Context: an optimization exercise on an open-source flow, tuned for small area and a short achievable clock period. The choices shown serve that exercise and are no tape-out recipe.
Function was not checked in any run shown here: the RTL went through the layout flow alone.

`flow/config.mk`:
```
export PLATFORM = sky130hd
export DESIGN_NAME = top
export DESIGN_NICKNAME = top
export VERILOG_FILES = /design/flow/design.v
export SDC_FILE = /design/flow/constraint.sdc
export NUM_CORES = 4
export LEC_CHECK = 0
export CAP_MARGIN = 20
export CORE_MARGIN = 2
export CORE_UTILIZATION = 40
export SETUP_SLACK_MARGIN = 3.75
export SLEW_MARGIN = 20
export SYNTH_HIERARCHICAL = 1
export SYNTH_MINIMUM_KEEP_SIZE = 0
```
`flow/constraint.sdc`:
```
create_clock -name core_clock -period 8.0 [get_ports {clock}]
set_input_delay 1.6000 -clock core_clock [delete_from_list [all_inputs] [get_ports {clock}]]
set_output_delay 1.6000 -clock core_clock [all_outputs]
set_load 0.01 [all_outputs]
```
`flow/design.v`:
```
`default_nettype none
module fpu_s0 (
    input  logic [4:0] ea,
    input  logic [4:0] eb,
    output logic [4:0] d,
    output logic       e_gt,
    output logic       e_eq
);
    logic [4:0] dab, dba;
    gt5 uecmp(.x(ea), .y(eb), .gt(e_gt));
    sub5 uda(.x(ea), .y(~eb), .s(dab));
    sub5 udb(.x(eb), .y(~ea), .s(dba));
    assign e_eq = ea == eb;
    assign d = e_gt ? dab : dba;
endmodule
module fpu_s1 (
    input  logic [15:0] a,
    input  logic [15:0] b,
    input  logic        sub,
    input  logic [4:0]  d,
    input  logic        e_gt,
    input  logic        e_eq,
    output logic [14:0] sum,
    output logic        gsel,
    output logic [11:0] m0,
    output logic [12:0] m1,
    output logic        c8,
    output logic        st
);
    logic m_gt;
    logic [9:0] ma, mb, msx, mg, ms_eq;
    logic [12:0] shx, sh;
    logic stx, eff_sub;
    logic [14:0] ext_g, ext_s, sum_p, sum_m;
    assign ma = a[9:0];
    assign mb = b[9:0];
    gt10 ucmp(.x(ma), .y(mb), .gt(m_gt));
    assign gsel = e_gt | (e_eq & m_gt);
    assign msx = e_gt ? mb : ma;
    assign shx = {1'b1, msx, 2'b00} >> d;
    always_comb begin
        stx = d > 5'd10;
        for (int j = 0; j < 8; j++)
            if (msx[j] && d > j + 2) stx = 1'b1;
    end
    assign ms_eq = m_gt ? mb : ma;
    assign mg = e_eq ? (m_gt ? ma : mb) : (e_gt ? ma : mb);
    assign sh = e_eq ? {1'b1, ms_eq, 2'b00} : shx;
    assign ext_g = {2'b01, mg, 3'b000};
    assign ext_s = {1'b0, sh, stx};
    add15 uadd(.x(ext_g), .y(ext_s), .s(sum_p));
    sub15 usub(.x(ext_g), .y(~ext_s), .s(sum_m));
    assign eff_sub = a[15] ^ b[15] ^ sub;
    assign sum = eff_sub ? sum_m : sum_p;
    logic [21:0] r0, r1;
    logic [8:0] lo;
    mul_tree mt(.a(ma), .b(mb), .r0, .r1);
    assign lo = {1'b0, r0[7:0]} + {1'b0, r1[7:0]};
    assign c8 = lo[8];
    assign st = |lo[7:0];
    assign m0 = r0[19:8];
    assign m1 = r1[20:8];
endmodule
module fpu_s2 (
    input  logic [15:0] a,
    input  logic [15:0] b,
    input  logic        op_mul,
    input  logic        op_sub,
    input  logic [14:0] sum,
    input  logic        gsel,
    input  logic [11:0] m0,
    input  logic [12:0] m1,
    input  logic        c8,
    input  logic        st,
    output logic [15:0] y
);
    logic sa, sb, sbx;
    logic [4:0] ea, eb, eg;
    logic a_e1, b_e1, a_nan, b_nan, a_inf, b_inf, a_0, b_0;
    logic sg;
    assign sa = a[15];
    assign sb = b[15];
    assign sbx = sb ^ op_sub;
    assign ea = a[14:10];
    assign eb = b[14:10];
    assign a_e1 = &ea;
    assign b_e1 = &eb;
    assign a_nan = a_e1 & (|a[9:0]);
    assign b_nan = b_e1 & (|b[9:0]);
    assign a_inf = a_e1 & ~(|a[9:0]);
    assign b_inf = b_e1 & ~(|b[9:0]);
    assign a_0 = ~(|ea);
    assign b_0 = ~(|eb);
    logic [3:0] nsh;
    logic [14:0] w;
    logic [5:0] exp_a, exp_a1;
    logic [9:0] mt_a, mi_a;
    logic [14:0] mag_add;
    logic ru_a, carry_a, ovf_a, unf_a, cancel;
    assign eg = gsel ? ea : eb;
    assign sg = gsel ? sa : sbx;
    always_comb begin
        nsh = 4'd12;
        for (int i = 2; i <= 14; i++)
            if (sum[i]) nsh = 4'(14 - i);
    end
    assign w = sum << nsh;
    assign exp_a  = {1'b0, eg} + 6'd1 - {2'b00, nsh};
    assign exp_a1 = {1'b0, eg} + 6'd2 - {2'b00, nsh};
    assign ru_a = w[3] & (w[4] | w[2] | w[1] | w[0]);
    assign mt_a = w[13:4];
    inc10 uinca(.x(mt_a), .s(mi_a));
    assign carry_a = ru_a & (&mt_a);
    assign ovf_a = sum[14] & (eg == 5'd30);
    assign unf_a = {1'b0, nsh} > eg;
    assign cancel = sum == 15'd0;
    assign mag_add = unf_a ? 15'd0 :
                     ovf_a ? 15'h7C00 :
                     carry_a ? {exp_a1[4:0], 10'd0} :
                     {exp_a[4:0], ru_a ? mi_a : mt_a};
    logic [13:0] prod;
    logic p21, ru_h, ru_l, carry_h, carry_l;
    logic [9:0] m_h, m_l, mi_h, mi_l;
    logic [14:0] mag_h, mag_l, mag_mul;
    add14 uprod(.x({2'b01, m0}), .y({1'b0, m1}), .ci(c8), .s(prod));
    assign p21 = prod[13];
    assign m_h = prod[12:3];
    assign m_l = prod[11:2];
    inc10 uinch(.x(m_h), .s(mi_h));
    inc10 uincl(.x(m_l), .s(mi_l));
    assign ru_h = prod[2] & (prod[1] | st | prod[5]);
    assign ru_l = prod[1] & (prod[0] | st | prod[4]);
    assign carry_h = ru_h & (&m_h);
    assign carry_l = ru_l & (&m_l);
    logic [5:0] xe;
    logic [4:0] xe13, xe14, xe15;
    logic [14:0] hc, hn, lc, ln;
    assign xe = {1'b0, ea} + {1'b0, eb};
    assign xe13 = 5'(xe - 6'd13);
    assign xe14 = 5'(xe - 6'd14);
    assign xe15 = 5'(xe - 6'd15);
    assign hc = (xe >= 6'd29) ? 15'h3C00 : (xe <= 6'd13) ? 15'd0 : {xe13, 10'd0};
    assign hn = (xe <= 6'd14) ? 15'd0 : (xe >= 6'd45) ? 15'h7C00 : {xe14, 10'd0};
    assign lc = (xe >= 6'd30) ? 15'h3C00 : (xe <= 6'd14) ? 15'd0 : {xe14, 10'd0};
    assign ln = (xe <= 6'd15) ? 15'd0 : (xe >= 6'd46) ? 15'h7C00 : {xe15, 10'd0};
    logic hn_norm, ln_norm;
    assign hn_norm = (xe > 6'd14) & (xe < 6'd45);
    assign ln_norm = (xe > 6'd15) & (xe < 6'd46);
    assign mag_h = carry_h ? hc : {hn[14:10], hn_norm ? (ru_h ? mi_h : m_h) : 10'd0};
    assign mag_l = carry_l ? lc : {ln[14:10], ln_norm ? (ru_l ? mi_l : m_l) : 10'd0};
    assign mag_mul = p21 ? mag_h : mag_l;
    logic nan_r, inf_r, sel_a, sel_b, zero_r, sgn_r;
    logic [14:0] mag;
    assign nan_r = a_nan | b_nan | (~op_mul & a_inf & b_inf & (sa ^ sbx));
    assign inf_r = a_inf | b_inf;
    assign sel_a = ~op_mul & ~a_0 & b_0;
    assign sel_b = ~op_mul & a_0 & ~b_0;
    assign zero_r = op_mul ? (a_0 | b_0) : ((a_0 & b_0) | cancel);
    assign mag = nan_r  ? 15'h7FFF :
                 inf_r  ? 15'h7C00 :
                 sel_a  ? a[14:0] :
                 sel_b  ? b[14:0] :
                 zero_r ? 15'd0 :
                 op_mul ? mag_mul : mag_add;
    assign sgn_r = nan_r  ? 1'b1 :
                   inf_r  ? (op_mul ? sa ^ sb : (a_inf ? sa : sbx)) :
                   sel_a  ? sa ^ op_sub :
                   sel_b  ? sbx :
                   zero_r ? 1'b0 :
                   op_mul ? sa ^ sb : sg;
    assign y = {sgn_r, mag};
endmodule
module mul_tree (input logic [9:0] a, input logic [9:0] b, output logic [21:0] r0, output logic [21:0] r1);
    logic pp_0_0, pp_0_1, pp_0_2, pp_0_3, pp_0_4, pp_0_5, pp_0_6, pp_0_7, pp_0_8, pp_0_9, pp_1_0, pp_1_1, pp_1_2, pp_1_3, pp_1_4, pp_1_5, pp_1_6, pp_1_7, pp_1_8, pp_1_9, pp_2_0, pp_2_1, pp_2_2, pp_2_3, pp_2_4, pp_2_5, pp_2_6, pp_2_7, pp_2_8, pp_2_9, pp_3_0, pp_3_1, pp_3_2, pp_3_3, pp_3_4, pp_3_5, pp_3_6, pp_3_7, pp_3_8, pp_3_9, pp_4_0, pp_4_1, pp_4_2, pp_4_3, pp_4_4, pp_4_5, pp_4_6, pp_4_7, pp_4_8, pp_4_9, pp_5_0, pp_5_1, pp_5_2, pp_5_3, pp_5_4, pp_5_5, pp_5_6, pp_5_7, pp_5_8, pp_5_9, pp_6_0, pp_6_1, pp_6_2, pp_6_3, pp_6_4, pp_6_5, pp_6_6, pp_6_7, pp_6_8, pp_6_9, pp_7_0, pp_7_1, pp_7_2, pp_7_3, pp_7_4, pp_7_5, pp_7_6, pp_7_7, pp_7_8, pp_7_9, pp_8_0, pp_8_1, pp_8_2, pp_8_3, pp_8_4, pp_8_5, pp_8_6, pp_8_7, pp_8_8, pp_8_9, pp_9_0, pp_9_1, pp_9_2, pp_9_3, pp_9_4, pp_9_5, pp_9_6, pp_9_7, pp_9_8, pp_9_9, t1, t2, t3, t4, t5, t6, t7, t8, t9, t10, t11, t12, t13, t14, t15, t16, t17, t18, t19, t20, t21, t22, t23, t24, t25, t26, t27, t28, t29, t30, t31, t32, t33, t34, t35, t36, t37, t38, t39, t40, t41, t42, t43, t44, t45, t46, t47, t48, t49, t50, t51, t52, t53, t54, t55, t56, t57, t58, t59, t60, t61, t62, t63, t64, t65, t66, t67, t68, t69, t70, t71, t72, t73, t74, t75, t76, t77, t78, t79, t80, t81, t82, t83, t84, t85, t86, t87, t88, t89, t90, t91, t92, t93, t94, t95, t96, t97, t98, t99, t100, t101, t102, t103, t104, t105, t106, t107, t108, t109, t110, t111, t112, t113, t114, t115, t116, t117, t118, t119, t120, t121, t122, t123, t124, t125, t126, t127, t128, t129, t130, t131, t132, t133, t134, t135, t136, t137, t138, t139, t140, t141, t142, t143, t144, t145, t146, t147, t148, t149, t150, t151, t152, t153, t154, t155, t156, t157, t158, t159, t160, t161, t162, t163, t164, t165, t166, t167, t168, t169, t170, t171, t172, t173, t174, t175, t176, t177, t178, t179, t180;
    assign pp_0_0 = a[0] & b[0];
    assign pp_0_1 = a[0] & b[1];
    assign pp_0_2 = a[0] & b[2];
    assign pp_0_3 = a[0] & b[3];
    assign pp_0_4 = a[0] & b[4];
    assign pp_0_5 = a[0] & b[5];
    assign pp_0_6 = a[0] & b[6];
    assign pp_0_7 = a[0] & b[7];
    assign pp_0_8 = a[0] & b[8];
    assign pp_0_9 = a[0] & b[9];
    assign pp_1_0 = a[1] & b[0];
    assign pp_1_1 = a[1] & b[1];
    assign pp_1_2 = a[1] & b[2];
    assign pp_1_3 = a[1] & b[3];
    assign pp_1_4 = a[1] & b[4];
    assign pp_1_5 = a[1] & b[5];
    assign pp_1_6 = a[1] & b[6];
    assign pp_1_7 = a[1] & b[7];
    assign pp_1_8 = a[1] & b[8];
    assign pp_1_9 = a[1] & b[9];
    assign pp_2_0 = a[2] & b[0];
    assign pp_2_1 = a[2] & b[1];
    assign pp_2_2 = a[2] & b[2];
    assign pp_2_3 = a[2] & b[3];
    assign pp_2_4 = a[2] & b[4];
    assign pp_2_5 = a[2] & b[5];
    assign pp_2_6 = a[2] & b[6];
    assign pp_2_7 = a[2] & b[7];
    assign pp_2_8 = a[2] & b[8];
    assign pp_2_9 = a[2] & b[9];
    assign pp_3_0 = a[3] & b[0];
    assign pp_3_1 = a[3] & b[1];
    assign pp_3_2 = a[3] & b[2];
    assign pp_3_3 = a[3] & b[3];
    assign pp_3_4 = a[3] & b[4];
    assign pp_3_5 = a[3] & b[5];
    assign pp_3_6 = a[3] & b[6];
    assign pp_3_7 = a[3] & b[7];
    assign pp_3_8 = a[3] & b[8];
    assign pp_3_9 = a[3] & b[9];
    assign pp_4_0 = a[4] & b[0];
    assign pp_4_1 = a[4] & b[1];
    assign pp_4_2 = a[4] & b[2];
    assign pp_4_3 = a[4] & b[3];
    assign pp_4_4 = a[4] & b[4];
    assign pp_4_5 = a[4] & b[5];
    assign pp_4_6 = a[4] & b[6];
    assign pp_4_7 = a[4] & b[7];
    assign pp_4_8 = a[4] & b[8];
    assign pp_4_9 = a[4] & b[9];
    assign pp_5_0 = a[5] & b[0];
    assign pp_5_1 = a[5] & b[1];
    assign pp_5_2 = a[5] & b[2];
    assign pp_5_3 = a[5] & b[3];
    assign pp_5_4 = a[5] & b[4];
    assign pp_5_5 = a[5] & b[5];
    assign pp_5_6 = a[5] & b[6];
    assign pp_5_7 = a[5] & b[7];
    assign pp_5_8 = a[5] & b[8];
    assign pp_5_9 = a[5] & b[9];
    assign pp_6_0 = a[6] & b[0];
    assign pp_6_1 = a[6] & b[1];
    assign pp_6_2 = a[6] & b[2];
    assign pp_6_3 = a[6] & b[3];
    assign pp_6_4 = a[6] & b[4];
    assign pp_6_5 = a[6] & b[5];
    assign pp_6_6 = a[6] & b[6];
    assign pp_6_7 = a[6] & b[7];
    assign pp_6_8 = a[6] & b[8];
    assign pp_6_9 = a[6] & b[9];
    assign pp_7_0 = a[7] & b[0];
    assign pp_7_1 = a[7] & b[1];
    assign pp_7_2 = a[7] & b[2];
    assign pp_7_3 = a[7] & b[3];
    assign pp_7_4 = a[7] & b[4];
    assign pp_7_5 = a[7] & b[5];
    assign pp_7_6 = a[7] & b[6];
    assign pp_7_7 = a[7] & b[7];
    assign pp_7_8 = a[7] & b[8];
    assign pp_7_9 = a[7] & b[9];
    assign pp_8_0 = a[8] & b[0];
    assign pp_8_1 = a[8] & b[1];
    assign pp_8_2 = a[8] & b[2];
    assign pp_8_3 = a[8] & b[3];
    assign pp_8_4 = a[8] & b[4];
    assign pp_8_5 = a[8] & b[5];
    assign pp_8_6 = a[8] & b[6];
    assign pp_8_7 = a[8] & b[7];
    assign pp_8_8 = a[8] & b[8];
    assign pp_8_9 = a[8] & b[9];
    assign pp_9_0 = a[9] & b[0];
    assign pp_9_1 = a[9] & b[1];
    assign pp_9_2 = a[9] & b[2];
    assign pp_9_3 = a[9] & b[3];
    assign pp_9_4 = a[9] & b[4];
    assign pp_9_5 = a[9] & b[5];
    assign pp_9_6 = a[9] & b[6];
    assign pp_9_7 = a[9] & b[7];
    assign pp_9_8 = a[9] & b[8];
    assign pp_9_9 = a[9] & b[9];
    assign t1 = pp_0_9 ^ pp_1_8;
    assign t2 = pp_0_9 & pp_1_8;
    fa3 u_t3 (.x(a[0]), .y(pp_1_9), .z(pp_2_8), .s(t3), .c(t4));
    assign t5 = pp_3_7 ^ pp_4_6;
    assign t6 = pp_3_7 & pp_4_6;
    fa3 u_t7 (.x(a[1]), .y(pp_2_9), .z(pp_3_8), .s(t7), .c(t8));
    assign t9 = pp_4_7 ^ pp_5_6;
    assign t10 = pp_4_7 & pp_5_6;
    fa3 u_t11 (.x(a[2]), .y(pp_3_9), .z(pp_4_8), .s(t11), .c(t12));
    assign t13 = pp_0_6 ^ pp_1_5;
    assign t14 = pp_0_6 & pp_1_5;
    fa3 u_t15 (.x(pp_0_7), .y(pp_1_6), .z(pp_2_5), .s(t15), .c(t16));
    assign t17 = pp_3_4 ^ pp_4_3;
    assign t18 = pp_3_4 & pp_4_3;
    fa3 u_t19 (.x(pp_0_8), .y(pp_1_7), .z(pp_2_6), .s(t19), .c(t20));
    fa3 u_t21 (.x(pp_3_5), .y(pp_4_4), .z(pp_5_3), .s(t21), .c(t22));
    assign t23 = pp_6_2 ^ pp_7_1;
    assign t24 = pp_6_2 & pp_7_1;
    fa3 u_t25 (.x(pp_2_7), .y(pp_3_6), .z(pp_4_5), .s(t25), .c(t26));
    fa3 u_t27 (.x(pp_5_4), .y(pp_6_3), .z(pp_7_2), .s(t27), .c(t28));
    fa3 u_t29 (.x(pp_8_1), .y(pp_9_0), .z(t1), .s(t29), .c(t30));
    fa3 u_t31 (.x(pp_5_5), .y(pp_6_4), .z(pp_7_3), .s(t31), .c(t32));
    fa3 u_t33 (.x(pp_8_2), .y(pp_9_1), .z(b[0]), .s(t33), .c(t34));
    fa3 u_t35 (.x(t2), .y(t3), .z(t5), .s(t35), .c(t36));
    fa3 u_t37 (.x(pp_6_5), .y(pp_7_4), .z(pp_8_3), .s(t37), .c(t38));
    fa3 u_t39 (.x(pp_9_2), .y(b[1]), .z(t4), .s(t39), .c(t40));
    fa3 u_t41 (.x(t6), .y(t7), .z(t9), .s(t41), .c(t42));
    fa3 u_t43 (.x(pp_5_7), .y(pp_6_6), .z(pp_7_5), .s(t43), .c(t44));
    fa3 u_t45 (.x(pp_8_4), .y(pp_9_3), .z(b[2]), .s(t45), .c(t46));
    fa3 u_t47 (.x(t8), .y(t10), .z(t11), .s(t47), .c(t48));
    fa3 u_t49 (.x(a[3]), .y(pp_4_9), .z(pp_5_8), .s(t49), .c(t50));
    fa3 u_t51 (.x(pp_6_7), .y(pp_7_6), .z(pp_8_5), .s(t51), .c(t52));
    fa3 u_t53 (.x(pp_9_4), .y(b[3]), .z(t12), .s(t53), .c(t54));
    fa3 u_t55 (.x(a[4]), .y(pp_5_9), .z(pp_6_8), .s(t55), .c(t56));
    fa3 u_t57 (.x(pp_7_7), .y(pp_8_6), .z(pp_9_5), .s(t57), .c(t58));
    fa3 u_t59 (.x(a[5]), .y(pp_6_9), .z(pp_7_8), .s(t59), .c(t60));
    assign t61 = pp_0_4 ^ pp_1_3;
    assign t62 = pp_0_4 & pp_1_3;
    fa3 u_t63 (.x(pp_0_5), .y(pp_1_4), .z(pp_2_3), .s(t63), .c(t64));
    assign t65 = pp_3_2 ^ pp_4_1;
    assign t66 = pp_3_2 & pp_4_1;
    fa3 u_t67 (.x(pp_2_4), .y(pp_3_3), .z(pp_4_2), .s(t67), .c(t68));
    fa3 u_t69 (.x(pp_5_1), .y(pp_6_0), .z(t13), .s(t69), .c(t70));
    fa3 u_t71 (.x(pp_5_2), .y(pp_6_1), .z(pp_7_0), .s(t71), .c(t72));
    fa3 u_t73 (.x(t14), .y(t15), .z(t17), .s(t73), .c(t74));
    fa3 u_t75 (.x(pp_8_0), .y(t16), .z(t18), .s(t75), .c(t76));
    fa3 u_t77 (.x(t19), .y(t21), .z(t23), .s(t77), .c(t78));
    fa3 u_t79 (.x(t20), .y(t22), .z(t24), .s(t79), .c(t80));
    fa3 u_t81 (.x(t25), .y(t27), .z(t29), .s(t81), .c(t82));
    fa3 u_t83 (.x(t26), .y(t28), .z(t30), .s(t83), .c(t84));
    fa3 u_t85 (.x(t31), .y(t33), .z(t35), .s(t85), .c(t86));
    fa3 u_t87 (.x(t32), .y(t34), .z(t36), .s(t87), .c(t88));
    fa3 u_t89 (.x(t37), .y(t39), .z(t41), .s(t89), .c(t90));
    fa3 u_t91 (.x(t38), .y(t40), .z(t42), .s(t91), .c(t92));
    fa3 u_t93 (.x(t43), .y(t45), .z(t47), .s(t93), .c(t94));
    fa3 u_t95 (.x(t44), .y(t46), .z(t48), .s(t95), .c(t96));
    fa3 u_t97 (.x(t49), .y(t51), .z(t53), .s(t97), .c(t98));
    fa3 u_t99 (.x(b[4]), .y(t50), .z(t52), .s(t99), .c(t100));
    fa3 u_t101 (.x(t54), .y(t55), .z(t57), .s(t101), .c(t102));
    fa3 u_t103 (.x(pp_8_7), .y(pp_9_6), .z(b[5]), .s(t103), .c(t104));
    fa3 u_t105 (.x(t56), .y(t58), .z(t59), .s(t105), .c(t106));
    fa3 u_t107 (.x(a[6]), .y(pp_7_9), .z(pp_8_8), .s(t107), .c(t108));
    fa3 u_t109 (.x(pp_9_7), .y(b[6]), .z(t60), .s(t109), .c(t110));
    fa3 u_t111 (.x(a[7]), .y(pp_8_9), .z(pp_9_8), .s(t111), .c(t112));
    assign t113 = pp_0_3 ^ pp_1_2;
    assign t114 = pp_0_3 & pp_1_2;
    fa3 u_t115 (.x(pp_2_2), .y(pp_3_1), .z(pp_4_0), .s(t115), .c(t116));
    fa3 u_t117 (.x(pp_5_0), .y(t62), .z(t63), .s(t117), .c(t118));
    fa3 u_t119 (.x(t64), .y(t66), .z(t67), .s(t119), .c(t120));
    fa3 u_t121 (.x(t68), .y(t70), .z(t71), .s(t121), .c(t122));
    fa3 u_t123 (.x(t72), .y(t74), .z(t75), .s(t123), .c(t124));
    fa3 u_t125 (.x(t76), .y(t78), .z(t79), .s(t125), .c(t126));
    fa3 u_t127 (.x(t80), .y(t82), .z(t83), .s(t127), .c(t128));
    fa3 u_t129 (.x(t84), .y(t86), .z(t87), .s(t129), .c(t130));
    fa3 u_t131 (.x(t88), .y(t90), .z(t91), .s(t131), .c(t132));
    fa3 u_t133 (.x(t92), .y(t94), .z(t95), .s(t133), .c(t134));
    fa3 u_t135 (.x(t96), .y(t98), .z(t99), .s(t135), .c(t136));
    fa3 u_t137 (.x(t100), .y(t102), .z(t103), .s(t137), .c(t138));
    fa3 u_t139 (.x(t104), .y(t106), .z(t107), .s(t139), .c(t140));
    fa3 u_t141 (.x(b[7]), .y(t108), .z(t110), .s(t141), .c(t142));
    fa3 u_t143 (.x(a[8]), .y(pp_9_9), .z(b[8]), .s(t143), .c(t144));
    assign t145 = pp_0_2 ^ pp_1_1;
    assign t146 = pp_0_2 & pp_1_1;
    fa3 u_t147 (.x(pp_2_1), .y(pp_3_0), .z(t113), .s(t147), .c(t148));
    fa3 u_t149 (.x(t61), .y(t114), .z(t115), .s(t149), .c(t150));
    fa3 u_t151 (.x(t65), .y(t116), .z(t117), .s(t151), .c(t152));
    fa3 u_t153 (.x(t69), .y(t118), .z(t119), .s(t153), .c(t154));
    fa3 u_t155 (.x(t73), .y(t120), .z(t121), .s(t155), .c(t156));
    fa3 u_t157 (.x(t77), .y(t122), .z(t123), .s(t157), .c(t158));
    fa3 u_t159 (.x(t81), .y(t124), .z(t125), .s(t159), .c(t160));
    fa3 u_t161 (.x(t85), .y(t126), .z(t127), .s(t161), .c(t162));
    fa3 u_t163 (.x(t89), .y(t128), .z(t129), .s(t163), .c(t164));
    fa3 u_t165 (.x(t93), .y(t130), .z(t131), .s(t165), .c(t166));
    fa3 u_t167 (.x(t97), .y(t132), .z(t133), .s(t167), .c(t168));
    fa3 u_t169 (.x(t101), .y(t134), .z(t135), .s(t169), .c(t170));
    fa3 u_t171 (.x(t105), .y(t136), .z(t137), .s(t171), .c(t172));
    fa3 u_t173 (.x(t109), .y(t138), .z(t139), .s(t173), .c(t174));
    fa3 u_t175 (.x(t111), .y(t140), .z(t141), .s(t175), .c(t176));
    fa3 u_t177 (.x(t112), .y(t142), .z(t143), .s(t177), .c(t178));
    fa3 u_t179 (.x(a[9]), .y(b[9]), .z(t144), .s(t179), .c(t180));
    assign r0 = {1'b0, 1'b1, t178, t176, t174, t172, t170, t168, t166, t164, t162, t160, t158, t156, t154, t152, t150, t148, t146, pp_2_0, pp_0_1, pp_0_0};
    assign r1 = {1'b0, t180, t179, t177, t175, t173, t171, t169, t167, t165, t163, t161, t159, t157, t155, t153, t151, t149, t147, t145, pp_1_0, 1'b0};
endmodule
module fa3 (input logic x, y, z, output logic s, c);
    assign s = x ^ y ^ z;
    assign c = (x & y) | (x & z) | (y & z);
endmodule
module gt10 (input logic [9:0] x, input logic [9:0] y, output logic gt);
    logic [9:0] p, g;
    logic G1, P1, G2, P2, G3, P3, G4, P4, G5, P5, G6, P6, G7, P7, G8, P8, G9, P9;
    assign p = ~(x ^ y);
    assign g = x & ~y;
    pg_cell u1 (.gh(g[1]), .ph(p[1]), .gl(g[0]), .pl(p[0]), .go(G1), .po(P1));
    pg_cell u2 (.gh(g[3]), .ph(p[3]), .gl(g[2]), .pl(p[2]), .go(G2), .po(P2));
    pg_cell u3 (.gh(g[5]), .ph(p[5]), .gl(g[4]), .pl(p[4]), .go(G3), .po(P3));
    pg_cell u4 (.gh(g[7]), .ph(p[7]), .gl(g[6]), .pl(p[6]), .go(G4), .po(P4));
    pg_cell u5 (.gh(g[9]), .ph(p[9]), .gl(g[8]), .pl(p[8]), .go(G5), .po(P5));
    pg_cell u6 (.gh(G2), .ph(P2), .gl(G1), .pl(P1), .go(G6), .po(P6));
    pg_cell u7 (.gh(G4), .ph(P4), .gl(G3), .pl(P3), .go(G7), .po(P7));
    pg_cell u8 (.gh(G7), .ph(P7), .gl(G6), .pl(P6), .go(G8), .po(P8));
    pg_g u9 (.gh(G5), .ph(P5), .gl(G8), .go(G9));
    assign gt = G9;
endmodule
module gt5 (input logic [4:0] x, input logic [4:0] y, output logic gt);
    logic [4:0] p, g;
    logic G1, P1, G2, P2, G3, P3, G4, P4;
    assign p = ~(x ^ y);
    assign g = x & ~y;
    pg_cell u1 (.gh(g[1]), .ph(p[1]), .gl(g[0]), .pl(p[0]), .go(G1), .po(P1));
    pg_cell u2 (.gh(g[3]), .ph(p[3]), .gl(g[2]), .pl(p[2]), .go(G2), .po(P2));
    pg_cell u3 (.gh(G2), .ph(P2), .gl(G1), .pl(P1), .go(G3), .po(P3));
    pg_g u4 (.gh(g[4]), .ph(p[4]), .gl(G3), .go(G4));
    assign gt = G4;
endmodule
module sub5 (input logic [4:0] x, input logic [4:0] y, output logic [4:0] s);
    logic [4:0] p, g;
    logic G1, P1, G2, P2, G3, P3, G4, P4, G5, P5;
    assign p = x ^ y;
    assign g = x & y;
    logic g0c;
    assign g0c = x[0] | y[0];
    pg_cell u1 (.gh(g[1]), .ph(p[1]), .gl(g0c), .pl(p[0]), .go(G1), .po(P1));
    pg_cell u2 (.gh(g[3]), .ph(p[3]), .gl(g[2]), .pl(p[2]), .go(G2), .po(P2));
    pg_g u3 (.gh(g[2]), .ph(p[2]), .gl(G1), .go(G3));
    pg_cell u4 (.gh(G2), .ph(P2), .gl(G1), .pl(P1), .go(G4), .po(P4));
    pg_g u5 (.gh(g[4]), .ph(p[4]), .gl(G4), .go(G5));
    assign s = p ^ {G4, G3, G1, g0c, 1'b1};
endmodule
module add15 (input logic [14:0] x, input logic [14:0] y, output logic [14:0] s);
    logic [14:0] p, g;
    logic G1, P1, G2, P2, G3, P3, G4, P4, G5, P5, G6, P6, G7, P7, G8, P8, G9, P9, G10, P10, G11, P11, G12, P12, G13, P13, G14, P14, G15, P15, G16, P16, G17, P17, G18, P18, G19, P19, G20, P20, G21, P21, G22, P22, G23, P23, G24, P24, G25, P25, G26, P26, G27, P27, G28, P28;
    assign p = x ^ y;
    assign g = x & y;
    pg_cell u1 (.gh(g[1]), .ph(p[1]), .gl(g[0]), .pl(p[0]), .go(G1), .po(P1));
    pg_cell u2 (.gh(g[3]), .ph(p[3]), .gl(g[2]), .pl(p[2]), .go(G2), .po(P2));
    pg_cell u3 (.gh(g[5]), .ph(p[5]), .gl(g[4]), .pl(p[4]), .go(G3), .po(P3));
    pg_cell u4 (.gh(g[7]), .ph(p[7]), .gl(g[6]), .pl(p[6]), .go(G4), .po(P4));
    pg_cell u5 (.gh(g[9]), .ph(p[9]), .gl(g[8]), .pl(p[8]), .go(G5), .po(P5));
    pg_cell u6 (.gh(g[11]), .ph(p[11]), .gl(g[10]), .pl(p[10]), .go(G6), .po(P6));
    pg_cell u7 (.gh(g[13]), .ph(p[13]), .gl(g[12]), .pl(p[12]), .go(G7), .po(P7));
    pg_g u8 (.gh(g[2]), .ph(p[2]), .gl(G1), .go(G8));
    pg_cell u9 (.gh(G2), .ph(P2), .gl(G1), .pl(P1), .go(G9), .po(P9));
    pg_cell u10 (.gh(g[6]), .ph(p[6]), .gl(G3), .pl(P3), .go(G10), .po(P10));
    pg_cell u11 (.gh(G4), .ph(P4), .gl(G3), .pl(P3), .go(G11), .po(P11));
    pg_cell u12 (.gh(g[10]), .ph(p[10]), .gl(G5), .pl(P5), .go(G12), .po(P12));
    pg_cell u13 (.gh(G6), .ph(P6), .gl(G5), .pl(P5), .go(G13), .po(P13));
    pg_cell u14 (.gh(g[14]), .ph(p[14]), .gl(G7), .pl(P7), .go(G14), .po(P14));
    pg_g u15 (.gh(g[4]), .ph(p[4]), .gl(G9), .go(G15));
    pg_g u16 (.gh(G3), .ph(P3), .gl(G9), .go(G16));
    pg_g u17 (.gh(G10), .ph(P10), .gl(G9), .go(G17));
    pg_cell u18 (.gh(G11), .ph(P11), .gl(G9), .pl(P9), .go(G18), .po(P18));
    pg_cell u19 (.gh(g[12]), .ph(p[12]), .gl(G13), .pl(P13), .go(G19), .po(P19));
    pg_cell u20 (.gh(G7), .ph(P7), .gl(G13), .pl(P13), .go(G20), .po(P20));
    pg_cell u21 (.gh(G14), .ph(P14), .gl(G13), .pl(P13), .go(G21), .po(P21));
    pg_g u22 (.gh(g[8]), .ph(p[8]), .gl(G18), .go(G22));
    pg_g u23 (.gh(G5), .ph(P5), .gl(G18), .go(G23));
    pg_g u24 (.gh(G12), .ph(P12), .gl(G18), .go(G24));
    pg_g u25 (.gh(G13), .ph(P13), .gl(G18), .go(G25));
    pg_g u26 (.gh(G19), .ph(P19), .gl(G18), .go(G26));
    pg_g u27 (.gh(G20), .ph(P20), .gl(G18), .go(G27));
    pg_g u28 (.gh(G21), .ph(P21), .gl(G18), .go(G28));
    assign s = p ^ {G27, G26, G25, G24, G23, G22, G18, G17, G16, G15, G9, G8, G1, g[0], 1'b0};
endmodule
module sub15 (input logic [14:0] x, input logic [14:0] y, output logic [14:0] s);
    logic [14:0] p, g;
    logic G1, P1, G2, P2, G3, P3, G4, P4, G5, P5, G6, P6, G7, P7, G8, P8, G9, P9, G10, P10, G11, P11, G12, P12, G13, P13, G14, P14, G15, P15, G16, P16, G17, P17, G18, P18, G19, P19, G20, P20, G21, P21, G22, P22, G23, P23, G24, P24, G25, P25, G26, P26, G27, P27, G28, P28;
    assign p = x ^ y;
    assign g = x & y;
    logic g0c;
    assign g0c = x[0] | y[0];
    pg_cell u1 (.gh(g[1]), .ph(p[1]), .gl(g0c), .pl(p[0]), .go(G1), .po(P1));
    pg_cell u2 (.gh(g[3]), .ph(p[3]), .gl(g[2]), .pl(p[2]), .go(G2), .po(P2));
    pg_cell u3 (.gh(g[5]), .ph(p[5]), .gl(g[4]), .pl(p[4]), .go(G3), .po(P3));
    pg_cell u4 (.gh(g[7]), .ph(p[7]), .gl(g[6]), .pl(p[6]), .go(G4), .po(P4));
    pg_cell u5 (.gh(g[9]), .ph(p[9]), .gl(g[8]), .pl(p[8]), .go(G5), .po(P5));
    pg_cell u6 (.gh(g[11]), .ph(p[11]), .gl(g[10]), .pl(p[10]), .go(G6), .po(P6));
    pg_cell u7 (.gh(g[13]), .ph(p[13]), .gl(g[12]), .pl(p[12]), .go(G7), .po(P7));
    pg_g u8 (.gh(g[2]), .ph(p[2]), .gl(G1), .go(G8));
    pg_cell u9 (.gh(G2), .ph(P2), .gl(G1), .pl(P1), .go(G9), .po(P9));
    pg_cell u10 (.gh(g[6]), .ph(p[6]), .gl(G3), .pl(P3), .go(G10), .po(P10));
    pg_cell u11 (.gh(G4), .ph(P4), .gl(G3), .pl(P3), .go(G11), .po(P11));
    pg_cell u12 (.gh(g[10]), .ph(p[10]), .gl(G5), .pl(P5), .go(G12), .po(P12));
    pg_cell u13 (.gh(G6), .ph(P6), .gl(G5), .pl(P5), .go(G13), .po(P13));
    pg_cell u14 (.gh(g[14]), .ph(p[14]), .gl(G7), .pl(P7), .go(G14), .po(P14));
    pg_g u15 (.gh(g[4]), .ph(p[4]), .gl(G9), .go(G15));
    pg_g u16 (.gh(G3), .ph(P3), .gl(G9), .go(G16));
    pg_g u17 (.gh(G10), .ph(P10), .gl(G9), .go(G17));
    pg_cell u18 (.gh(G11), .ph(P11), .gl(G9), .pl(P9), .go(G18), .po(P18));
    pg_cell u19 (.gh(g[12]), .ph(p[12]), .gl(G13), .pl(P13), .go(G19), .po(P19));
    pg_cell u20 (.gh(G7), .ph(P7), .gl(G13), .pl(P13), .go(G20), .po(P20));
    pg_cell u21 (.gh(G14), .ph(P14), .gl(G13), .pl(P13), .go(G21), .po(P21));
    pg_g u22 (.gh(g[8]), .ph(p[8]), .gl(G18), .go(G22));
    pg_g u23 (.gh(G5), .ph(P5), .gl(G18), .go(G23));
    pg_g u24 (.gh(G12), .ph(P12), .gl(G18), .go(G24));
    pg_g u25 (.gh(G13), .ph(P13), .gl(G18), .go(G25));
    pg_g u26 (.gh(G19), .ph(P19), .gl(G18), .go(G26));
    pg_g u27 (.gh(G20), .ph(P20), .gl(G18), .go(G27));
    pg_g u28 (.gh(G21), .ph(P21), .gl(G18), .go(G28));
    assign s = p ^ {G27, G26, G25, G24, G23, G22, G18, G17, G16, G15, G9, G8, G1, g0c, 1'b1};
endmodule
module add14 (input logic [13:0] x, input logic [13:0] y, input logic ci, output logic [13:0] s);
    logic [13:0] p, g;
    logic G1, P1, G2, P2, G3, P3, G4, P4, G5, P5, G6, P6, G7, P7, G8, P8, G9, P9, G10, P10, G11, P11, G12, P12, G13, P13, G14, P14, G15, P15, G16, P16, G17, P17, G18, P18, G19, P19, G20, P20, G21, P21, G22, P22, G23, P23, G24, P24, G25, P25;
    assign p = x ^ y;
    assign g = x & y;
    logic g0c;
    pg_g u_cin (.gh(g[0]), .ph(p[0]), .gl(ci), .go(g0c));
    pg_cell u1 (.gh(g[1]), .ph(p[1]), .gl(g0c), .pl(p[0]), .go(G1), .po(P1));
    pg_cell u2 (.gh(g[3]), .ph(p[3]), .gl(g[2]), .pl(p[2]), .go(G2), .po(P2));
    pg_cell u3 (.gh(g[5]), .ph(p[5]), .gl(g[4]), .pl(p[4]), .go(G3), .po(P3));
    pg_cell u4 (.gh(g[7]), .ph(p[7]), .gl(g[6]), .pl(p[6]), .go(G4), .po(P4));
    pg_cell u5 (.gh(g[9]), .ph(p[9]), .gl(g[8]), .pl(p[8]), .go(G5), .po(P5));
    pg_cell u6 (.gh(g[11]), .ph(p[11]), .gl(g[10]), .pl(p[10]), .go(G6), .po(P6));
    pg_cell u7 (.gh(g[13]), .ph(p[13]), .gl(g[12]), .pl(p[12]), .go(G7), .po(P7));
    pg_g u8 (.gh(g[2]), .ph(p[2]), .gl(G1), .go(G8));
    pg_cell u9 (.gh(G2), .ph(P2), .gl(G1), .pl(P1), .go(G9), .po(P9));
    pg_cell u10 (.gh(g[6]), .ph(p[6]), .gl(G3), .pl(P3), .go(G10), .po(P10));
    pg_cell u11 (.gh(G4), .ph(P4), .gl(G3), .pl(P3), .go(G11), .po(P11));
    pg_cell u12 (.gh(g[10]), .ph(p[10]), .gl(G5), .pl(P5), .go(G12), .po(P12));
    pg_cell u13 (.gh(G6), .ph(P6), .gl(G5), .pl(P5), .go(G13), .po(P13));
    pg_g u14 (.gh(g[4]), .ph(p[4]), .gl(G9), .go(G14));
    pg_g u15 (.gh(G3), .ph(P3), .gl(G9), .go(G15));
    pg_g u16 (.gh(G10), .ph(P10), .gl(G9), .go(G16));
    pg_cell u17 (.gh(G11), .ph(P11), .gl(G9), .pl(P9), .go(G17), .po(P17));
    pg_cell u18 (.gh(g[12]), .ph(p[12]), .gl(G13), .pl(P13), .go(G18), .po(P18));
    pg_cell u19 (.gh(G7), .ph(P7), .gl(G13), .pl(P13), .go(G19), .po(P19));
    pg_g u20 (.gh(g[8]), .ph(p[8]), .gl(G17), .go(G20));
    pg_g u21 (.gh(G5), .ph(P5), .gl(G17), .go(G21));
    pg_g u22 (.gh(G12), .ph(P12), .gl(G17), .go(G22));
    pg_g u23 (.gh(G13), .ph(P13), .gl(G17), .go(G23));
    pg_g u24 (.gh(G18), .ph(P18), .gl(G17), .go(G24));
    pg_g u25 (.gh(G19), .ph(P19), .gl(G17), .go(G25));
    assign s = p ^ {G24, G23, G22, G21, G20, G17, G16, G15, G14, G9, G8, G1, g0c, ci};
endmodule
module inc10 (input logic [9:0] x, output logic [9:0] s);
    logic A1, A2, A3, A4, A5, A6, A7, A8, A9, A10, A11, A12, A13, A14, A15;
    and_cell u1 (.a(x[1]), .b(x[0]), .y(A1));
    and_cell u2 (.a(x[3]), .b(x[2]), .y(A2));
    and_cell u3 (.a(x[5]), .b(x[4]), .y(A3));
    and_cell u4 (.a(x[7]), .b(x[6]), .y(A4));
    and_cell u5 (.a(x[9]), .b(x[8]), .y(A5));
    and_cell u6 (.a(x[2]), .b(A1), .y(A6));
    and_cell u7 (.a(A2), .b(A1), .y(A7));
    and_cell u8 (.a(x[6]), .b(A3), .y(A8));
    and_cell u9 (.a(A4), .b(A3), .y(A9));
    and_cell u10 (.a(x[4]), .b(A7), .y(A10));
    and_cell u11 (.a(A3), .b(A7), .y(A11));
    and_cell u12 (.a(A8), .b(A7), .y(A12));
    and_cell u13 (.a(A9), .b(A7), .y(A13));
    and_cell u14 (.a(x[8]), .b(A13), .y(A14));
    and_cell u15 (.a(A5), .b(A13), .y(A15));
    assign s = x ^ {A14, A13, A12, A11, A10, A7, A6, A1, x[0], 1'b1};
endmodule
module pg_cell (input logic gh, ph, gl, pl, output logic go, po);
    assign go = gh | (ph & gl);
    assign po = ph & pl;
endmodule
module pg_g (input logic gh, ph, gl, output logic go);
    assign go = gh | (ph & gl);
endmodule
module and_cell (input logic a, b, output logic y);
    assign y = a & b;
endmodule
module input_16(
    input logic clock, reset,
    input logic [9:0] data_in,
    output logic [15:0] num1, num2,
    output logic [15:0] num1_next, num2_next,
    output logic op_mul, op_sub,
    output logic start,
    output logic sub_now
);
    logic count;
    logic is_a, is_b, is_op;
    assign is_a  = data_in[1:0] == 2'b01;
    assign is_b  = data_in[1:0] == 2'b10;
    assign is_op = data_in[1:0] == 2'b11;
    assign sub_now = is_op ? data_in[3] : op_sub;
    assign num1_next[7:0]  = (is_a && !count) ? data_in[9:2] : num1[7:0];
    assign num1_next[15:8] = (is_a &&  count) ? data_in[9:2] : num1[15:8];
    assign num2_next[7:0]  = (is_b && !count) ? data_in[9:2] : num2[7:0];
    assign num2_next[15:8] = (is_b &&  count) ? data_in[9:2] : num2[15:8];
    always_ff @(posedge clock or posedge reset) begin
        if (reset) begin
            num1 <= 'd0;
            num2 <= 'd0;
            start <= 1'b0;
            count <= 1'b0;
        end
        else begin
            num1 <= num1_next;
            num2 <= num2_next;
            if (is_a || is_b) count <= ~count;
            start <= is_op;
        end
    end
    always_ff @(posedge clock) begin
        if (is_op) begin
            op_mul <= data_in[4];
            op_sub <= data_in[3];
        end
    end
endmodule: input_16
module output_16(
    input logic clock, reset,
    input logic [15:0] ans,
    input logic done_calc,
    output logic [9:0] data_out
);
    logic count;
    logic valid;
    logic [7:0] byte_q;
    assign data_out = {byte_q, valid, valid};
    always_ff @(posedge clock or posedge reset) begin
        if (reset) begin
            byte_q <= 'd0;
            valid <= 1'b0;
            count <= 1'b0;
        end
        else begin
            valid <= done_calc | count;
            count <= done_calc;
            byte_q <= done_calc ? ans[15:8] : count ? ans[7:0] : 8'd0;
        end
    end
endmodule: output_16
module top(
    input logic clock, reset,
    input logic [9:0] inp,
    output logic [9:0] out
);
    logic [15:0] a, b, a_next, b_next, y;
    logic op_mul, op_sub, start;
    logic sub_now;
    input_16 in1(.clock, .reset, .data_in(inp), .num1(a), .num2(b),
                 .num1_next(a_next), .num2_next(b_next),
                 .op_mul, .op_sub, .start, .sub_now);
    logic e_gt, e_gt_d, e_ne, e_eq_d;
    logic [4:0] d, d_d;
    fpu_s0 s0(.ea(a_next[14:10]), .eb(b_next[14:10]), .d(d_d), .e_gt(e_gt_d), .e_eq(e_eq_d));
    always_ff @(posedge clock or posedge reset) begin
        if (reset) begin
            d <= 5'd0;
            e_gt <= 1'b0;
            e_ne <= 1'b0;
        end
        else begin
            d <= d_d;
            e_gt <= e_gt_d;
            e_ne <= ~e_eq_d;
        end
    end
    logic [14:0] sum, sum_d;
    logic gsel, gsel_d;
    logic [11:0] m0, m0_d;
    logic [12:0] m1, m1_d;
    logic c8, c8_d, st, st_d;
    fpu_s1 s1(.a, .b, .sub(sub_now), .d, .e_gt, .e_eq(~e_ne), .sum(sum_d), .gsel(gsel_d),
              .m0(m0_d), .m1(m1_d), .c8(c8_d), .st(st_d));
    always_ff @(posedge clock) begin
        sum  <= sum_d;
        gsel <= gsel_d;
        m0   <= m0_d;
        m1   <= m1_d;
        c8   <= c8_d;
        st   <= st_d;
    end
    fpu_s2 s2(.a, .b, .op_mul, .op_sub, .sum, .gsel, .m0, .m1, .c8, .st, .y);
    output_16 out1(.clock, .reset, .ans(y), .done_calc(start), .data_out(out));
endmodule
```
`flow/run.sh`:
```
#!/bin/bash
# synth_recipe.tcl (not shown) runs the flow's synth.tcl, then flattens the netlist and writes it again
# the make line also repeats each setting of config.mk as NAME=value (left out here)
make -C /OpenROAD-flow-scripts/flow DESIGN_CONFIG=/design/flow/config.mk WORK_HOME=/design/flow/orfs CLKGATE_MAP_FILE= SYNTH_SCRIPT=/design/flow/synth_recipe.tcl finish
```
==> summary.txt, run 1 <==
Global route:
- For this run, the total global-route usage over all layers was measured as 20.5%.
- The initial antenna violation count is 0.
- The first global-routing pass estimated 57.9 mm of wire.
- The number of global-route vias before repair is 10700.
- After global routing the overflow that remains totals 0.
- Entering global routing, the biggest net connects 34 pins.

Layout:
- The final layout contains 1671 nets.
- The relative area change from synthesis to final layout is 8.96%.
- The fraction of final layout cells with drive strength greater than 1 is 14.8%.
- Counting the fill cells in the layout gives 3261.
- The repair_antennas step left the layout with diodes totalling 0.

Critical path:
- For the worst flop-to-flop path, the logic depth is 15.
- The capture point of the worst path is sum[14]$_DFF_P_.
- STA classifies the critical path endpoint as a flip-flop.
- The worst flop-to-flop path startpoint is in1.num1[7]$_DFF_PP0_.
- The largest fanout on the critical path is 12.
- The worst setup path is of the reg -> reg kind.
- The data required time at the worst endpoint is 8.25 ns.
- For the worst setup path, the data arrival time is 4.38 ns.
- The setup slack of the worst register-to-register path is 3.87 ns.
- The critical path starts at in1.num1[7]$_DFF_PP0_.
- The sort of element at the start of the critical path is a flip-flop.
- The endpoint of the most critical register-to-register path is sum[14]$_DFF_P_.

STA:
- The transition time of the tightest slew-check pin is 0.856 ns.
- The setup TNS is 0 ns.
- Across all setup checks in the final design, the least slack found is 3.87 ns.
- The final hold violation count came to 0.
- The share of the cycle needed by the critical path after routing is 51.6%.
- Based on the critical path, the design can be clocked at up to 0.242 GHz.
- The final critical delay including setup and external delays is 4.13 ns.
- The final-report max-slew violation count came to 0.
- The post-route clock skew is 0.0119 ns.
- The worst slew slack as a fraction of its limit is 42.7%.
- Setup repair after global routing could not meet its margin everywhere.
- The number of failing setup endpoints in the final timing report is 0.

Die:
- Measured along the y axis, the die boundary spans 187 um.
- Measured along the x axis, the die boundary spans 187 um.
- The cell row count is 67.
- The die covers 35100 um2.
- The initial utilization of the core area, before any placement, comes to 40.4%.
- The I/O pin count is 22.
- The area of the placeable core is 33300 um2.

Detailed routing:
- The overall via count from detail_route is 10900.
- The number of optimization iterations in the first detailed-route pass is 5.
- After detailed routing, the number of vias per cell comes to 5.66.
- For this block, the initial DRC count from the detailed router was 845.
- For this run, design rule violations remaining after detail routing come to 0.
- The number of antenna-violating nets in the routed design is 0.
- The final layout contains routed wiring with a total length of 36.2 mm.
- The average wire per standard cell is 18.8 um.

Clocking:
- After clock tree synthesis, the flow added hold-fix buffers numbering 0.
- The CTS tree is done.
- The clock passes through at most 2 buffers.
- In this run, CTS created clock tree buffers numbering 9.
- The H-tree depth is 3.
- At the later pin of the worst-skew pair, clock insertion delay measures 0.36 ns.
- The library cell used as clock root buffer is clkbuf_16.
- The tree built by TritonCTS fans out to 96 sinks.
- Clock-pin slew was measured on the worst setup and hold paths at 0.08 ns.

Synthesis:
- The netlist area before placement is 13400 um2.
- In the synthesized netlist, the number of instances is 1456.
- For this run, the number of Yosys warnings is 11.
- Each instance of the synthesized netlist takes up on average 9.23 um2.

Status:
- The run finished with no timing, DRC or antenna violations.

Placement:
- Once detailed placement completed, the half-perimeter wirelength came to 27.0 mm.
- The worst setup slack after placement is 3.18 ns.
- The placer's final routability congestion estimate is 0.909.
- The count of buffers added on input and output ports is 21.

Hold path:
- The startpoint of the tightest hold check path is in1.count$_DFFE_PP0P_.
- The path type of the worst min-delay path is reg -> reg.

Flow run:
- The number of maximum-capacitance constraint violations is 0.
-- layout make-up --
cell class,instances,area (um2),area share [%]
inverter,86,328,2.24
sequential,96,2240,15.3
clock inverter,5,48.8,0.333
multi-input combinational,1206,10600,72.6
clock buffer,11,275,1.88
timing repair inverter,1,5.00,0.0342
timing repair buffer,66,554,3.79
tap,448,561,3.83
-- layout by cell type (no fill, tap or decap), types with 15 or more instances in the layout --
| master | n |
|---|---|
| fa_1 | 85 |
| conb_1 | 16 |
| mux2_2 | 64 |
| dfrtp_1 | 36 |
| and2_1 | 182 |
| o211ai_1 | 15 |
| ha_1 | 108 |
| clkdlybuf4s50_1 | 21 |
| buf_4 | 44 |
| xnor2_1 | 19 |
| inv_1 | 82 |
| dfxtp_1 | 42 |
| mux2_4 | 18 |
| mux2i_1 | 55 |
| nor2_1 | 53 |
| xor2_1 | 71 |
| o21ai_0 | 54 |
| a21o_1 | 96 |
| a221oi_1 | 15 |
| nand2_1 | 49 |
| a21oi_1 | 48 |
| nor3_1 | 22 |
-- how the worst min path moves through the flow --
stage | cells after the start | to
after floorplan | 0 | out1.count$_DFF_PP0_
after global placement | 1 | in1.count$_DFFE_PP0P_
after detailed placement | 1 | in1.count$_DFFE_PP0P_
after CTS | 1 | in1.count$_DFFE_PP0P_
after global routing | 1 | in1.count$_DFFE_PP0P_
final | 1 | in1.count$_DFFE_PP0P_
-- through the flow --
stage                     hold WS (ns)  instance area [um2]  utilization (%)  std cells
after floorplan                  0.458                13500                -       1467
after global placement           0.552                13800             41.5       1866
after detailed placement         0.550                13800             41.5       1866
after CTS                        0.568                14200             42.8       1883
after global routing             0.602                14600             44.0       1919
final                            0.568                14600             44.0       1919
-- worst max-delay path: stages (launching register included) --
cell and delay, ns:
dfrtp_4 0.56, ha_1 0.31, and2_1 0.18, and2_1 0.16
a21o_1 0.16, a21o_4 0.26, mux2i_4 0.26, buf_4 0.17
mux2_2 0.34, ha_1 0.32, a21o_1 0.20, a21o_1 0.18
a21o_2 0.26, a21o_1 0.21, xor3_1 0.17, mux2_2 0.26
-- flip-flops by register name, summed over array words and instances (netlist names), 5 cells and up --
| name | cells |
|---|---|
| in1.num1 | 16 |
| sum | 15 |
| in1.num2 | 16 |
| m0 | 12 |
| m1 | 13 |
| out1.byte_q | 8 |
| d | 5 |
-- timing repair --
item	CTS	global route
pin swaps	0	4
setup endpoints to repair	19	15
cloned	1	1
setup buffers	0	35
resized for setup	31	36
-- metal layers --
| layer | GRT usage (%) | wire (um) | vias up |
|---|---|---|---|
| li1 | - | - | 5125 |
| met4 | 6.32 | 1040 | 0 |
| met3 | 2.59 | 1580 | 61 |
| met1 | 27.5 | 16600 | 5352 |
| met2 | 34.4 | 16900 | 323 |
| met5 | 0 | 0 | - |
==> run 2: changes to the inputs <==
--- a/flow/config.mk
+++ b/flow/config.mk
@@ -9,5 +9,5 @@
 export CORE_MARGIN = 2
 export CORE_UTILIZATION = 40
-export SETUP_SLACK_MARGIN = 3.75
+export SETUP_SLACK_MARGIN = 4.25
 export SLEW_MARGIN = 20
 export SYNTH_HIERARCHICAL = 1
==> run 2 against run 1 <==
Compared with the run above: highest routed layer unchanged; via count increased by 1.3%; wire length increased by 5.2%; clock-buffer cell count decreased by 2; still clean on timing, DRC and antenna; first-iteration DRC count increased by 0.24%.
==> summary.txt, run 2 <==
Status:
- The flow ran to the end and the layout has no timing, DRC or antenna violations.

Critical path:
- Data arrives at the worst endpoint at 4.05 ns.
- STA puts the critical path data required time at 8.24 ns.
- The worst setup path is launched from a flip-flop.
- The most critical setup path has its startpoint at in1.num2[1]$_DFF_PP0_.
- The critical path is of the reg -> reg type.
- The type of destination of the critical path is a flip-flop.
- The worst register-to-register path begins at in1.num2[1]$_DFF_PP0_.
- The largest fanout on the critical path is 7.

Global route:
- The global-route usage over all layers is 21.4%.
- The total overflow reported by the global router is 0.
- The number of global-route vias before repair was 11000.
- The wire length of the first global-routing pass is 60.1 mm.
- The initial antenna violation count was 0.
- Entering global routing, the biggest net connects 35 pins.

Clocking:
- The clock slew seen by the registers of the worst setup and hold paths is 0.07 ns.
- The latest clock arrival within the worst-skew pair is 0.36 ns.
- The total CTS buffers is 9.
- No sink is reached through more buffers than the 2 on the longest clock path.
- TritonCTS built the clock tree.
- The clock sink total is 96.
- The H-tree was split into 3 levels.
- Buffers inserted to repair hold after CTS numbered 0.
- The library cell used as clock root buffer is clkbuf_16.

STA:
- Setup total negative slack on the finished layout was measured at 0 ns.
- The final-report max-slew violation count was 0.
- Measured against its own limit, the worst slew margin works out to 42.8%.
- For the pin with the worst max-slew slack, the measured transition is 0.858 ns.
- Based on the critical path, the design can be clocked at up to 0.263 GHz.
- Across all setup checks in the final design, the least slack found is 4.19 ns.
- The final hold violation count was 0.
- The final critical delay including setup and external delays is 3.81 ns.
- The share of the cycle needed by the critical path after routing is 47.6%.
- The post-route clock skew is 0.00681 ns.
- Setup repair after global routing could not meet its margin everywhere.
- The number of failing setup endpoints in the final timing report is 0.

Placement:
- The placer's final routability congestion estimate is 0.933.
- The worst setup slack after placement is 3.45 ns.
- The HPWL after detailed placement is 26.8 mm.
- The number of I/O port buffers is 21.

Layout:
- The layout net count is 1695.
- The utilization of the core after routing is 46.9%.
- The number of antenna diodes is 0.
- Fill cells in the final layout number 3172.
- From synthesis to final layout, the design area changed by 16.2%.
- In the layout the commonest cells are and2_1, a21o_1, fa_1.
- The library cell used most frequently in the layout, excluding fill and tap cells, is and2_1.
- The fraction of final layout cells with drive strength greater than 1 is 21.6%.
- The largest registers in the layout are in1.num1 (16), in1.num2 (16), sum (15).

Synthesis:
- The cell count after synthesis came out at 1456.
- A synthesized cell averages 9.23 um2.
- The netlist area before placement is 13400 um2.
- The number of warnings reported in the yosys synthesis log is 11.

Die:
- The height of the die is 187 um.
- For this configuration, the core starts out at a cell density of 40.4%.
- The core region is 33300 um2.
- The width of the chip is 187 um.
- The floorplan step defined a die boundary enclosing 35100 um2.
- Pin placement for this block handled 22 I/O pins.
- The initialized floorplan defines 67 standard-cell rows.

Detailed routing:
- Wires add up to 38.0 mm.
- For this run, design rule violations remaining after detail routing come to 0.
- The number of antenna-violating nets in the routed design is 0.
- The overall via count from detail_route is 11000.
- The average wire per standard cell is 19.6 um.
- For this run, the detailed router's first-pass iteration total came to 5.
- In this run, the number of DRC markers left after iteration 0 of detailed routing was 847.
- The number of vias per cell is 5.66.

Hold path:
- The path type of the worst min-delay path is reg -> reg.
- The worst hold path begins at out1.count$_DFF_PP0_.

Flow run:
- The number of maximum-capacitance constraint violations is 0.
## run 2: area by class of cell
class | instances | area, um2 | area share [%]
repair buffers | 88 | 803 | 5.15
well taps | 448 | 561 | 3.59
inverters | 86 | 335 | 2.15
clock buffers | 9 | 225 | 1.44
repair inverters | 2 | 12.5 | 0.0801
flip-flops and latches | 96 | 2250 | 14.4
clock inverters | 7 | 78.8 | 0.505
multi-input cells | 1207 | 11300 | 72.7
## run 2: critical path: stages (launching register included)
cell     delay (ns)
dfrtp_4        0.52
inv_4          0.08
ha_4           0.19
a21o_1         0.15
a21o_1         0.17
a21o_1         0.18
a21o_4         0.25
mux2i_4        0.18
buf_6          0.16
mux2_4         0.34
ha_4           0.23
a21o_1         0.18
a21o_1         0.19
a21o_4         0.21
a21o_1         0.16
xor3_1         0.21
mux2_4         0.27
## run 2: what timing repair did
item                                   4_1_cts  5_1_grt
setup buffers                               39       16
gates resized for setup                    121       80
gates cloned                                 3        2
setup endpoints to repair                   25       23
endpoints found under the hold margin        0        0
pin swaps                                   21       12
## run 2: through the flow
step,cell area [um2],hold slack [ns],instances
2_1_floorplan,13500,0.458,1467
3_3_place_gp,13800,0.542,1867
3_5_place_dp,13800,0.557,1867
4_1_cts,15100,0.602,1925
5_1_grt,15600,0.630,1943
6_report,15600,0.588,1943
## run 2: worst paths after layout
check / to / slack, ns / cells past startpoint
max: sum[14]$_DFF_P_ / 4.19 / 16
max reg2reg: sum[14]$_DFF_P_ / 4.19 / 16
min reg2reg: out1.byte_q[5]$_DFF_PP0_ / 0.59 / 2
min in group asynchronous: e_gt$_DFF_PP0_ / 1.76 / 2
min: out1.byte_q[5]$_DFF_PP0_ / 0.59 / 2
max in group asynchronous: in1.num2[5]$_DFF_PP0_ / 5.74 / 3
## run 2: routing by layer
metal	track usage, %	wire [um]	share of wire (%)	up-vias
met2	35.9	17900	47	330
li1	-	-	-	5171
met3	2.14	1570	4.1	75
met5	0	0	0	-
met1	28.9	17100	45	5421
met4	7.11	1410	3.7	0
==> run 3: changes to the inputs <==
--- a/flow/config.mk
+++ b/flow/config.mk
@@ -9,5 +9,5 @@
 export CORE_MARGIN = 2
 export CORE_UTILIZATION = 40
-export SETUP_SLACK_MARGIN = 4.25
+export SETUP_SLACK_MARGIN = 4.0
 export SLEW_MARGIN = 20
 export SYNTH_HIERARCHICAL = 1
==> run 3 against run 2 <==
Compared with the run above: critical endpoint is now sum[9]$_DFF_P_; maximum frequency decreased by 2.8%; critical path depth decreased by 1; register-to-register slack worse by 0.11 ns; core utilization shrank 1.4 points; clock skew grew 0.0060 ns; wire length shrank 3.6%.
==> summary.txt, run 3 <==
Status:
- The flow ran to the end and the layout has no timing, DRC or antenna violations.

Layout:
- The layout has 3210 filler cells.
- Summing all flip-flop and latch instances after layout gives 2240 um2.
- The final layout contains 1678 nets.
- The relative area change from synthesis to final layout is 12.7%.
- The post-route standard cell area excluding fillers is 15100 um2.
- The number of antenna diodes is 0.
- The largest registers in the layout are in1.num1 (16), in1.num2 (16), sum (15).
- The library cell used most frequently in the layout, excluding fill and tap cells, is and2_1.
- The fraction of final layout cells with drive strength greater than 1 is 18.6%.
- The top cell types in the final layout, fill and taps aside, are and2_1, ha_1, a21o_1.
- The multi-input combinational cells in the finished layout cover a total of 11100 um2.

Detailed routing:
- The total DRC errors in the routed layout is 0.
- The number of vias per cell is 5.65.
- The average wire per standard cell is 19.0 um.
- The detailed router's first-iteration violation count is 791.
- The count of nets left with antenna violations once routing finished came out at 0.
- The number of optimization iterations in the first detailed-route pass is 6.
- The wire length reported by the detailed router is 36.7 mm.
- The routed layout has 10900 vias.

Clocking:
- In this run, CTS created clock tree buffers numbering 9.
- The H-tree depth is 3.
- For the worst-skew pair, the clock arrives at the later sink with an insertion delay of 0.36 ns.
- In this run the deepest clock path goes through 2 buffers.
- Clock tree synthesis found a total of 96 sinks.
- The CTS tree is done.
- After clock tree synthesis, the clock-pin slew on the worst setup and hold paths is 0.08 ns.
- In this run the clock root is driven by a clkbuf_16.

Critical path:
- The worst setup path is of the reg -> reg kind.
- For the worst setup path, the data required time is 8.25 ns.
- The critical path's slowest cell is dfrtp_4.
- The worst setup path is launched from a flip-flop.
- The type of destination of the critical path is a flip-flop.
- In this design, the stage delay of the slowest critical-path cell is 0.53 ns.
- The cell repeated most along the worst path is a21o_1.
- The largest fanout on the critical path is 10.
- The data arrival time of the critical path is 4.17 ns.
- The critical path goes through ha_1 -> a21o_1 -> a21o_1 -> a21o_1 -> a21o_4 -> buf_4 -> mux2_2 -> a32oi_1 -> ha_4 -> and2_1 -> and2_1 -> a21o_4 -> a21o_1 -> xor2_1 -> mux2_2.

STA:
- The share of the cycle needed by the critical path after routing is 49.0%.
- The final-report max-slew violation count is 0.
- Setup repair after global routing could not meet its margin everywhere.
- The worst slew slack as a fraction of its limit is 44.2%.
- The final hold violation count came to 0.
- The setup TNS is 0 ns.
- The highest clock frequency the design can meet is 0.255 GHz.
- The worst path needs 3.92 ns of the cycle, external delays included.
- The transition time of the tightest slew-check pin is 0.834 ns.
- The number of failing setup endpoints in the final timing report is 0.
- The post-route clock skew is 0.0129 ns.
- Setup slack closes at 4.08 ns.

Die:
- The overall die area is 35100 um2.
- The area of the placeable core is 33300 um2.
- For this configuration, the core starts out at a cell density of 40.4%.
- The height of the die is 187 um.
- From left edge to right edge, the die measures 187 um.
- The I/O pin count is 22.
- The floorplan has 67 rows.

Placement:
- The number of I/O port buffers is 21.
- The placer's final routability congestion estimate is 0.909.
- Summing all placed instances gives a cell area of 13800 um2.
- The worst setup slack after placement is 3.18 ns.
- The HPWL after detailed placement is 27.0 mm.

Global route:
- In the global route stage, overall resource usage came out at 20.9%.
- The initial antenna violation count is 0.
- The pin count of the biggest net entering global routing is 34.
- The number of global-route vias before repair is 10900.
- The first global-routing pass estimated 58.8 mm of wire.
- The total overflow reported by the global router is 0.

Synthesis:
- The netlist area before placement is 13400 um2.
- The average instance area after synthesis is 9.23 um2.
- Synthesis produced a netlist whose cell count is 1456.
- The number of warnings reported in the yosys synthesis log is 11.

Flow run:
- The tool flagged a number of max-cap violations equal to 0.

Hold path:
- The path type of the worst min-delay path is reg -> reg.
==> run 3: path summary, 6_finish.rpt <==
path                                  startpoint                     to  slack [ns]  cells past startpoint
setup / recovery           in1.num1[1]$_DFF_PP0_         sum[9]$_DFF_P_        4.08                     15
hold / removal              out1.count$_DFF_PP0_   out1.valid$_DFF_PP0_        0.59                      1
setup reg to reg           in1.num1[1]$_DFF_PP0_         sum[9]$_DFF_P_        4.08                     15
hold reg to reg             out1.count$_DFF_PP0_   out1.valid$_DFF_PP0_        0.59                      1
max in group asynchronous                  reset  in1.num1[6]$_DFF_PP0_        5.68                      3
min in group asynchronous                  reset    in1.start$_DFF_PP0_        1.66                      2
==> run 3: through the flow <==
step / cells / hold slack [ns] / util [%]
after global placement: 1866 / 0.552 / 41.5
final: 1926 / 0.593 / 45.5
after global routing: 1926 / 0.616 / 45.5
after CTS: 1901 / 0.568 / 43.5
after floorplan: 1467 / 0.458 / -
after detailed placement: 1866 / 0.550 / 41.5
==> run 3: cell type report <==
type                    instances  area share (%)
multi-input cells            1206            73.1
flip-flops and latches         96            14.8
repair buffers                 73            4.10
well taps                     448            3.70
inverters                      86            2.16
clock buffers                  11            1.82
clock inverters                 5           0.322
repair inverters                1          0.0331
==> run 3: worst max-delay path: cells and delay by family, from the launching register on <==
family	cells	cell delay [ns]
buffers and inverters	1	0.15
DFF	1	0.53
xor gates and xnor gates	1	0.14
muxes	2	0.53
and+or+nand+nor	2	0.33
AOI/OAI and AO/OA	7	1.54
adders and majority gates	2	0.58
==> run 3: routing by layer <==
metal,track usage [%],vias to the layer above,wire length [um]
met2,35.2,290,17200
met1,27.8,5388,17000
met5,0,-,0
met3,2.65,64,1340
met4,6.75,0,1160
li1,-,5138,-
==> run 3: what timing repair did <==
item	4_1_cts	5_1_grt
buffers inserted	17	25
hold buffers	0	0
endpoints found under the setup margin	19	20
pin swaps	3	16
gates cloned	2	0
resized for setup	58	81

[re-timing with driven ports]
No port has a modelled driver above. Below, the same layouts with a new extraction and two added sets of constraints. Step 1, drivers: a clkbuf_16 drives clock and a buf_2 each remaining input, both assumed. Step 2 moves the port delays by t, midway between the first and last clock arrival at a register: inputs arrive t later, outputs are due t later. That takes back most of the time a late clock gives input paths. Three values: ideal, step 1, step 2; two values: the first two.
run	t (ns)	setup slack, ns	worst setup path at the end	latest minus earliest clock arrival (ns)	worst slew at a driven data input, ns
run 1	0.397	3.872 / 3.872 / 3.644	input to register	0.012 / 0.012	0.04
run 2	0.396	4.192 / 4.192 / 4.174	input to register	0.007 / 0.006	0.03
run 3	0.399	4.081 / 4.081 / 3.708	input to register	0.013 / 0.013	0.04
After both steps every run listed still meets setup and hold. The setup slack of run 3, which loses most, moves by 0.000 ns with the drivers and by -0.373 ns with both steps.
